What follows belongs to an exercise in optimizing a design on an open flow for small area, a short achievable clock period and few clock cycles; a production flow would make more cautious choices. Only simulation tests tie the RTL to the original design; equivalence was not proved. Power figures rest on the tool's default switching activity, not on a simulated workload.

[flow/config.mk]
export PLATFORM = sky130hd
export DESIGN_NAME = rv32i_core
export DESIGN_NICKNAME = rv32i_core
export VERILOG_FILES = /design/flow/design.v
export SDC_FILE = /design/flow/constraint.sdc
export NUM_CORES = 4
export LEC_CHECK = 0
export CAP_MARGIN = 20
export CORE_MARGIN = 2
export CORE_UTILIZATION = 30
export PLACE_DENSITY = 0.5
export SETUP_SLACK_MARGIN = 5
export SLEW_MARGIN = 20
export SYNTH_HIERARCHICAL = 1
[flow/constraint.sdc]
create_clock -name core_clock -period 11.0 [get_ports {clk}]
set_input_delay 2.2000 -clock core_clock [delete_from_list [all_inputs] [get_ports {clk}]]
set_output_delay 2.2000 -clock core_clock [all_outputs]
set_load 0.01 [all_outputs]
[flow/design.v]
module rf_aoi3 (
    input  logic [2:0] s,
    input  logic [2:0] d,
    output logic       y
);
    assign y = ~|(s & d);
endmodule
`timescale 1ns / 1ps
module rv32i_core (
    input  logic        clk,
    input  logic        rst_n,
    output logic [31:0] imem_addr,
    input  logic [31:0] imem_rdata,
    output logic [31:0] dmem_addr,
    output logic [3:0]  dmem_we,
    output logic [31:0] dmem_wdata,
    input  logic [31:0] dmem_rdata,
    output logic        halt
);
    localparam logic [4:0] LUI    = 5'b01101;
    localparam logic [4:0] AUIPC  = 5'b00101;
    localparam logic [4:0] JAL    = 5'b11011;
    localparam logic [4:0] JALR   = 5'b11001;
    localparam logic [4:0] BRANCH = 5'b11000;
    localparam logic [4:0] LOAD   = 5'b00000;
    localparam logic [4:0] STORE  = 5'b01000;
    localparam logic [4:0] OP_IMM = 5'b00100;
    localparam logic [4:0] OP     = 5'b01100;
    localparam logic [4:0] SYSTEM = 5'b11100;
    logic [31:0] fi;
    assign fi = imem_rdata;
    logic [4:0] f_op;
    logic [2:0] f_f3;
    logic [4:0] f_rd;
    assign f_op = fi[6:2];
    assign f_f3 = fi[14:12];
    assign f_rd = fi[11:7];
    logic f_lui, f_auipc, f_jal, f_jalr, f_br, f_load, f_store, f_opimm, f_op_r, f_sys, f_alu;
    assign f_lui   = (f_op == LUI);
    assign f_auipc = (f_op == AUIPC);
    assign f_jal   = (f_op == JAL);
    assign f_jalr  = (f_op == JALR);
    assign f_br    = (f_op == BRANCH);
    assign f_load  = (f_op == LOAD);
    assign f_store = (f_op == STORE);
    assign f_opimm = (f_op == OP_IMM);
    assign f_op_r  = (f_op == OP);
    assign f_sys   = (f_op == SYSTEM);
    assign f_alu   = f_opimm | f_op_r;
    logic [31:0] f_imm;
    always_comb begin
        if (f_lui | f_auipc)  f_imm = {fi[31:12], 12'b0};
        else if (f_jal)       f_imm = {{12{fi[31]}}, fi[19:12], fi[20], fi[30:21], 1'b0};
        else if (f_br)        f_imm = {{20{fi[31]}}, fi[7], fi[30:25], fi[11:8], 1'b0};
        else if (f_store)     f_imm = {{21{fi[31]}}, fi[30:25], fi[11:7]};
        else                  f_imm = {{21{fi[31]}}, fi[30:20]};
    end
    logic f_sub;
    assign f_sub = f_br | (f_op_r & fi[30] & (f_f3 == 3'b000)) | (f_alu & (f_f3[2:1] == 2'b01));
    logic [31:2] pc_e;       
    logic        halt_r;
    logic [31:0] a_reg, c_reg, op2x;    
    logic [4:0]  rd;
    logic        e_jal, e_jalr, e_store, e_wb, e_sub;
    logic        e_beq, e_blt, e_bltu, e_binv;
    logic        e_r_add, e_r_sl, e_r_sr, e_r_slt, e_r_sltu, e_r_xor, e_r_or, e_r_and;
    logic        e_r_imm, e_r_tsum, e_r_link, e_r_lb, e_r_lh, e_r_lw;
    logic        e_ld_s;     
    logic        e_sra;
    logic        e_sb, e_sh;
    logic [32:0] sum33;
    assign sum33 = {1'b0, a_reg} + {1'b0, op2x} + {32'd0, e_sub};
    logic [31:0] sum;
    assign sum = sum33[31:0];
    logic ltu, lt;
    assign ltu = ~sum33[32];
    assign lt  = (a_reg[31] ^ ~op2x[31]) ? a_reg[31] : ltu;
    logic eq;
    assign eq = &(a_reg ^ op2x);
    logic taken;
    assign taken = (e_beq & (eq ^ e_binv)) | (e_blt & (lt ^ e_binv)) | (e_bltu & (ltu ^ e_binv));
    logic [31:2] pc_f;       
    assign pc_f = pc_e + 30'd1;
    logic [31:0] tsum;
    assign tsum = {pc_e, 2'b00} + c_reg;
    logic [31:2] fetch_pc;
    always_comb begin
        if (e_jalr)              fetch_pc = sum[31:2];
        else if (e_jal | taken)  fetch_pc = tsum[31:2];
        else                     fetch_pc = pc_f;
    end
    assign imem_addr = {fetch_pc, 2'b00};
    logic [4:0] shamt;
    assign shamt = op2x[4:0];
    logic [31:0] sh_rev, sh_in, sh_out, sh_l;
    logic        sh_fill;
    assign sh_fill = e_sra & a_reg[31];
    always_comb begin
        for (int i = 0; i < 32; i++) sh_rev[i] = a_reg[31 - i];
    end
    assign sh_in  = e_r_sl ? sh_rev : a_reg;
    assign sh_out = $signed({sh_fill, sh_in}) >>> shamt;
    always_comb begin
        for (int i = 0; i < 32; i++) sh_l[i] = sh_out[31 - i];
    end
    logic [15:0] ld_h;
    logic [7:0]  ld_b;
    assign ld_h = sum[1] ? dmem_rdata[31:16] : dmem_rdata[15:0];
    assign ld_b = sum[0] ? ld_h[15:8] : ld_h[7:0];
    logic [31:0] wb_data;
    always_comb begin
        wb_data = ({32{e_r_add}}  & sum)
                | ({32{e_r_sl}}   & sh_l)
                | ({32{e_r_sr}}   & sh_out)
                | ({32{e_r_xor}}  & (a_reg ^ op2x))
                | ({32{e_r_or}}   & (a_reg | op2x))
                | ({32{e_r_and}}  & (a_reg & op2x))
                | ({32{e_r_imm}}  & c_reg)
                | ({32{e_r_tsum}} & tsum)
                | ({32{e_r_link}} & {pc_f, 2'b00})
                | ({32{e_r_lw}}   & dmem_rdata);
        wb_data[0]     = wb_data[0] | (e_r_slt & lt) | (e_r_sltu & ltu) | (e_r_lb & ld_b[0]) | (e_r_lh & ld_h[0]);
        wb_data[7:1]   = wb_data[7:1] | ({7{e_r_lb}} & ld_b[7:1]) | ({7{e_r_lh}} & ld_h[7:1]);
        wb_data[15:8]  = wb_data[15:8] | ({8{e_r_lb & e_ld_s & ld_b[7]}}) | ({8{e_r_lh}} & ld_h[15:8]);
        wb_data[31:16] = wb_data[31:16] | ({16{e_r_lb & e_ld_s & ld_b[7]}}) | ({16{e_r_lh & e_ld_s & ld_h[15]}});
    end
    assign dmem_addr = sum;
    always_comb begin
        if (e_sb) begin
            dmem_wdata = {4{c_reg[7:0]}};
            dmem_we    = {sum[1] & sum[0], sum[1] & ~sum[0], ~sum[1] & sum[0], ~sum[1] & ~sum[0]};
        end else if (e_sh) begin
            dmem_wdata = {2{c_reg[15:0]}};
            dmem_we    = {sum[1], sum[1], ~sum[1], ~sum[1]};
        end else begin
            dmem_wdata = c_reg;
            dmem_we    = 4'b1111;
        end
        if (!e_store)
            dmem_we = 4'b0000;
    end
    logic [4:0] rs1_f, rs2_f;
    assign rs1_f = fi[19:15];
    assign rs2_f = fi[24:20];
    logic [31:0] rf_rs1, rf_rs2;
    logic [31:0] rf [1:31];
    logic [31:1] rf_valid;
    always_ff @(posedge clk or negedge rst_n) begin
        if (!rst_n)
            rf_valid <= '0;
        else if (e_wb)
            rf_valid[rd] <= 1'b1;
    end
    always_ff @(posedge clk) begin
        for (int i = 1; i < 32; i++)
            if (e_wb && rd == 5'(i))
                rf[i] <= wb_data;
    end
    logic [31:1] sel1, sel2;
    always_comb begin
        for (int i = 1; i < 32; i++) begin
            sel1[i] = rf_valid[i] && rs1_f == 5'(i);
            sel2[i] = rf_valid[i] && rs2_f == 5'(i);
        end
    end
    logic [10:0] t1 [0:31];
    logic [10:0] t2 [0:31];
    genvar gb, gg;
    generate
        for (gb = 0; gb < 32; gb++) begin : rd_bit
            for (gg = 0; gg < 10; gg++) begin : rd_grp
                rf_aoi3 u1 (
                    .s(sel1[3*gg+3:3*gg+1]),
                    .d({rf[3*gg+3][gb], rf[3*gg+2][gb], rf[3*gg+1][gb]}),
                    .y(t1[gb][gg])
                );
                rf_aoi3 u2 (
                    .s(sel2[3*gg+3:3*gg+1]),
                    .d({rf[3*gg+3][gb], rf[3*gg+2][gb], rf[3*gg+1][gb]}),
                    .y(t2[gb][gg])
                );
            end
            assign t1[gb][10] = ~(sel1[31] & rf[31][gb]);
            assign t2[gb][10] = ~(sel2[31] & rf[31][gb]);
            assign rf_rs1[gb] = ~&t1[gb];
            assign rf_rs2[gb] = ~&t2[gb];
        end
    endgenerate
    logic byp1, byp2;
    assign byp1 = e_wb & (rd == rs1_f);
    assign byp2 = e_wb & (rd == rs2_f);
    logic [31:0] f_rs1, f_rs2;
    assign f_rs1 = byp1 ? wb_data : rf_rs1;
    assign f_rs2 = byp2 ? wb_data : rf_rs2;
    logic go;
    assign go = ~halt_r;
    always_ff @(posedge clk or negedge rst_n) begin
        if (!rst_n) begin
            pc_e    <= 30'h003F_FFFF;    
            halt_r  <= 1'b0;
            e_jal   <= 1'b0;
            e_jalr  <= 1'b0;
            e_beq   <= 1'b0;
            e_blt   <= 1'b0;
            e_bltu  <= 1'b0;
            e_store <= 1'b0;
            e_wb    <= 1'b0;
        end else begin
            pc_e    <= fetch_pc;
            halt_r  <= halt_r | f_sys;
            e_jal   <= go & f_jal;
            e_jalr  <= go & f_jalr;
            e_beq   <= go & f_br & (f_f3[2:1] == 2'b00);
            e_blt   <= go & f_br & (f_f3[2:1] == 2'b10);
            e_bltu  <= go & f_br & (f_f3[2:1] == 2'b11);
            e_store <= go & f_store;
            e_wb    <= go & (f_rd != 5'd0) &
                       (f_lui | f_auipc | f_jal | f_jalr | f_load | f_alu);
        end
    end
    always_ff @(posedge clk) begin
        rd       <= f_rd;
        e_sub    <= f_sub;
        e_binv   <= f_f3[0];
        e_sra    <= fi[30];
        e_r_add  <= f_alu & (f_f3 == 3'b000);
        e_r_sl   <= f_alu & (f_f3 == 3'b001);
        e_r_slt  <= f_alu & (f_f3 == 3'b010);
        e_r_sltu <= f_alu & (f_f3 == 3'b011);
        e_r_xor  <= f_alu & (f_f3 == 3'b100);
        e_r_sr   <= f_alu & (f_f3 == 3'b101);
        e_r_or   <= f_alu & (f_f3 == 3'b110);
        e_r_and  <= f_alu & (f_f3 == 3'b111);
        e_r_imm  <= f_lui;
        e_r_tsum <= f_auipc;
        e_r_link <= f_jal | f_jalr;
        e_r_lb   <= f_load & (f_f3[1:0] == 2'b00);
        e_r_lh   <= f_load & (f_f3[1:0] == 2'b01);
        e_r_lw   <= f_load & f_f3[1];
        e_ld_s   <= ~f_f3[2];
        e_sb     <= f_f3[1:0] == 2'b00;
        e_sh     <= f_f3[1:0] == 2'b01;
        a_reg    <= f_rs1;
        c_reg    <= f_store ? f_rs2 : f_imm;
        op2x     <= ((f_op_r | f_br) ? f_rs2 : f_imm) ^ {32{f_sub}};
    end
    assign halt = halt_r;
endmodule
[flow/flow/run.sh]
#!/bin/bash
# Layout flow: the standard ORFS flow (standard.sh, unchanged synthesis and
# steps), except that the port buffers are sky130_fd_sc_hd__buf_4 cells rather
# than the delay cells buffer_ports picks by default. The make output goes to
# orfs_flow.log here; ORFS keeps each tool's log under orfs/logs/.
set -uo pipefail
if ! bash standard.sh "BUFFER_PORTS_ARGS=-buffer_cell sky130_fd_sc_hd__buf_4" finish > orfs_flow.log 2>&1; then
    tail -40 orfs_flow.log
    exit 1
fi
[flow/standard.sh]
#!/bin/bash
# synth_recipe.tcl (not shown) runs the flow's synth.tcl, then flattens the netlist and writes it again
# the make line also repeats each setting of config.mk as NAME=value (left out here)
make -C /OpenROAD-flow-scripts/flow DESIGN_CONFIG=/design/flow/config.mk WORK_HOME=/design/flow/orfs CLKGATE_MAP_FILE= SYNTH_SCRIPT=/design/flow/synth_recipe.tcl "${@:-finish}"
==> summary.md <==
| Metric | Value |
|---|---|
| Max-Cap Viols | `0` |
| Max FFs per register | `992` |
| Total number of vias | `47610` |
| Worst path bufs/invs | `5` |
| WP data arrival | `4.48 ns` |
| Placement Setup Slack | `3.555 ns` |
| CTS Buffer Depth | `3` |
| Starting Density | `30.08%` |
| Max layer used | `met5` |
| Starting DRT DRC Count | `9346` |
| IO buf count | `162` |
| CP max stage cell | `fa_2` |
| Hold Violations, Final | `0` |
| CP cell instances | `buf_12 -> fa_2 -> inv_2 -> fa_2 -> nor2b_2 -> o31a_1 -> o221ai_4 -> nand2_4 -> a211oi_4 -> mux2i_2 -> nor3_4 -> buf_12 -> buf_12 -> mux2_4 -> mux2_4 -> buf_6` |
| CTS buffer count | `121` |
| Global-route wire length before repair | `372600 um` |
| Hpwl dp | `180200 um` |
| Cell area after synthesis | `0.05703 mm2` |
| Status | `complete, no violations` |
| Met2 wire length | `123000 um` |
| CP Class | `register to primary output` |
| TritonCTS clock tree | `done` |
| Crit path capture type | `primary output` |
| Max Clk Rate | `0.1498 GHz` |
| DR WL met3 | `30620 um` |
| Die span in y | `440.0 um` |
| Post-synth ARST share | `5.838%` |
| Die Area | `0.1936 mm2` |
| Layout Utilization | `35.89%` |
| Antenna-violating nets left | `0` |
| Post-route DRC violation count | `0` |
| RD Place Congestion | `1.004` |
| Slew margin rel. | `12.15%` |
| Most numerous cell on the critical path | `buf_12` |
| Delay-heaviest family, CP | `compound AO/OA/AOI/OAI gates` |
| Clock latency on the worst-skew pair | `0.80 ns` |
| Syn Inst Count | `4305` |
| Max VDD drop | `0.1646 mV` |
| Drt first pass iters | `15` |
| Predominant post-synthesis flop cell | `edfxtp_1` |
| Area Growth Syn to Fin | `19.30%` |
| Setup violations, final | `0` |
| Post-synth EDFFs | `992` |
| Synth Register Bits | `1182` |
| RSZ-0062 raised after global routing | `yes` |
| Largest net degree at the start of global routing | `55` |
| Mean post-synth cell area | `13.25 um2` |
| Share of cells above drive strength 1 | `20.48%` |
| Count of cell types in the netlist | `99` |
| Hold-fix buffers, CTS | `0` |
| H-tree Lvls | `3` |
| CP Max Fanout | `5` |
| Number of global-route vias before repair | `45080` |
| Required time worst endpoint | `8.80 ns` |
| Congestion Overflow GR | `0` |
| Nets | `4858` |
| Worst Skew | `0.05945 ns` |
| Initial antenna violation count | `14` |
| Via density | `6.518` |
| Max Slew Vio Count | `0` |
| Top reg by flops | `rf` |
| FP Rows | `160` |
| Largest stage delay, worst path | `0.38 ns` |
| I/O pin cnt | `167` |
| Actual slew at the worst max-slew pin | `1.297 ns` |
| Post-Route WL | `277400 um` |
| Hold Crit Class | `register to register` |
| Synthesis Warnings | `13` |
| Seq/Total Area, Yosys | `59.56%` |
| Worst setup SP type | `register` |
| Core area | `0.1896 mm2` |
| CTS clock-pin slew for the worst setup and hold paths | `0.06 ns` |
| M1 WL | `102100 um` |
| Power Density | `177.1 mW/mm2` |
| Fin area | `0.06804 mm2` |
| Static Leak | `0.02412 uW` |
| Fin Setup TNS | `0 ns` |
| Post-place instance area | `0.06239 mm2` |
| All-Layer GR Usage | `27.59%` |
| Die W | `440.0 um` |
| Setup ws final | `4.325 ns` |
| Min Clock Period, post-route | `6.675 ns` |
| Root buffer cell | `clkbuf_16` |
| Clock Sinks | `1182` |
| Avg WL per Cell | `37.98 um` |
| Period utilization | `60.68%` |
metal layers:
metal | up-vias | track usage (%)
li1 | 19480 | -
met1 | 24160 | 34.27
met2 | 3331 | 42.42
met3 | 634 | 6.973
met4 | 6 | 18.34
met5 | - | 0
per-module statistics from Yosys (local to each module, per instance):
| module | times used | cells inside | area (um2) | flip-flops and latches |
|---|---|---|---|---|
| rv32i_core | 1 | 3665 | 50620 | 1182 |
| rf_aoi3 | 640 | 1 | 10.01 | 0 |
metrics by stage:
stage | power, uW | hold slack (ns) | cells
3_5_place_dp | 7645 | 0.4523 | 6978
2_1_floorplan | 6578 | 0.4332 | 4306
3_3_place_gp | 7641 | 0.4439 | 6978
4_1_cts | 11950 | 0.4659 | 7262
6_report | 12050 | 0.4683 | 7304
5_1_grt | 12410 | 0.4858 | 7302
where the power goes:
| part | switching [uW] | internal (uW) |
|---|---|---|
| clock | 1870 | 2300 |
| combinational | 1640 | 946 |
| sequential | 198 | 5090 |
synth_stat cells, drive strengths merged (27+ instances only):
| library cell | number | area (um2) |
|---|---|---|
| a21oi | 183 | 923.4 |
| nand3 | 78 | 390.4 |
| a21o | 67 | 503.0 |
| nor2 | 190 | 713.2 |
| ha | 106 | 1326 |
| and3 | 94 | 588.1 |
| clkbuf | 128 | 481.7 |
| buf | 51 | 297.8 |
| mux4 | 47 | 1062 |
| a211oi | 28 | 220.2 |
| nor3 | 42 | 221.5 |
| dfrtp | 47 | 1176 |
| a222oi | 660 | 6606 |
| nand2 | 281 | 1055 |
| a221o | 27 | 270.3 |
| mux2i | 100 | 1013 |
| inv | 123 | 461.7 |
| xnor2 | 70 | 613.1 |
| o21ai | 150 | 769.5 |
| dfxtp | 121 | 2422 |
| mux2 | 39 | 439.2 |
| a2111oi | 69 | 635.6 |
| nand4 | 138 | 869.6 |
| xor2 | 57 | 499.2 |
| edfxtp | 992 | 29790 |
cells by family after synthesis:
logic type | synth area share [%]
compound gates | 20.72
flops | 59.56
simple gates | 8.732
buf+inv | 2.196
mux | 4.410
xor+xnor | 1.950
fa+ha+maj | 2.431
other cells | 0.006576
layout make-up:
class / count / area, um2
antenna: 7 / 17.52
clock buffer: 137 / 3158
clock inverter: 89 / 823.3
fill: 18330 / 121500
inverter: 126 / 491.7
multi-input combinational: 2819 / 22800
sequential: 1182 / 34030
tap: 2511 / 3142
timing repair buffer: 432 / 3565
timing repair inverter: 1 / 5.005
cell usage in the layout (no fill, tap or decap), types with 64 or more instances in the layout:
cell       instances
edfxtp_1         992
a222oi_1         660
buf_4            403
nand2_1          279
a21oi_1          173
nor2_1           155
nand4_1          137
clkbuf_16        125
inv_1            117
o21ai_0          101
mux2i_1           95
dfxtp_1           92
ha_1              85
nand3_1           74
a21o_1            67
xnor2_1           64
repair_timing:
item	CTS	global route
gates cloned	5	4
endpoints found under the setup margin	177	47
buffers inserted	53	30
pin swaps	26	27
gates resized for setup	159	56
final timing paths:
| check | startpoint | endpoint | slack, ns | depth (start not counted) |
|---|---|---|---|---|
| hold reg to reg | rf_valid[10]$_DFFE_PN0P_ | rf_valid[10]$_DFFE_PN0P_ | 0.47 | 1 |
| min in group asynchronous | rst_n | pc_e[29]$_DFF_PN0_ | 1.39 | 1 |
| hold / removal | rf_valid[10]$_DFFE_PN0P_ | rf_valid[10]$_DFFE_PN0P_ | 0.47 | 1 |
| setup reg to reg | e_r_sl$_DFF_P_ | rf[21][10]$_DFFE_PP_ | 5.11 | 9 |
| setup / recovery | op2x[0]$_DFF_P_ | imem_addr[14] | 4.32 | 16 |
| max in group asynchronous | rst_n | rf_valid[10]$_DFFE_PN0P_ | 8.62 | 2 |
Testbench counts, summed over its fixed seeds: cycles 37,878.

## what the ideal ports hide
How much do the figures lean on ideal ports? The routed layout below was timed once more, with nothing changed but the port constraints. Step 1 assumes that a clkbuf_16 drives the clock port and a buf_2 every other input. Step 2 moves the port delays by t, midway between the first and last clock arrival at a register: inputs arrive t later, outputs are due t later. That takes back most of the time a late clock gives input paths. a / b / c = ideal ports / drivers / drivers and shift; a / b = the first two.
shift t [ns]: 0.858
slack for setup (ns): 4.325 / 4.239 / 4.500
hold WS [ns]: 0.468 / 0.468 / 0.468
latest minus earliest clock arrival (ns): 0.062 / 0.062
After both steps setup and hold are still met in this run. The setup slack of this run moves by -0.086 ns with the drivers and by +0.175 ns with both steps.
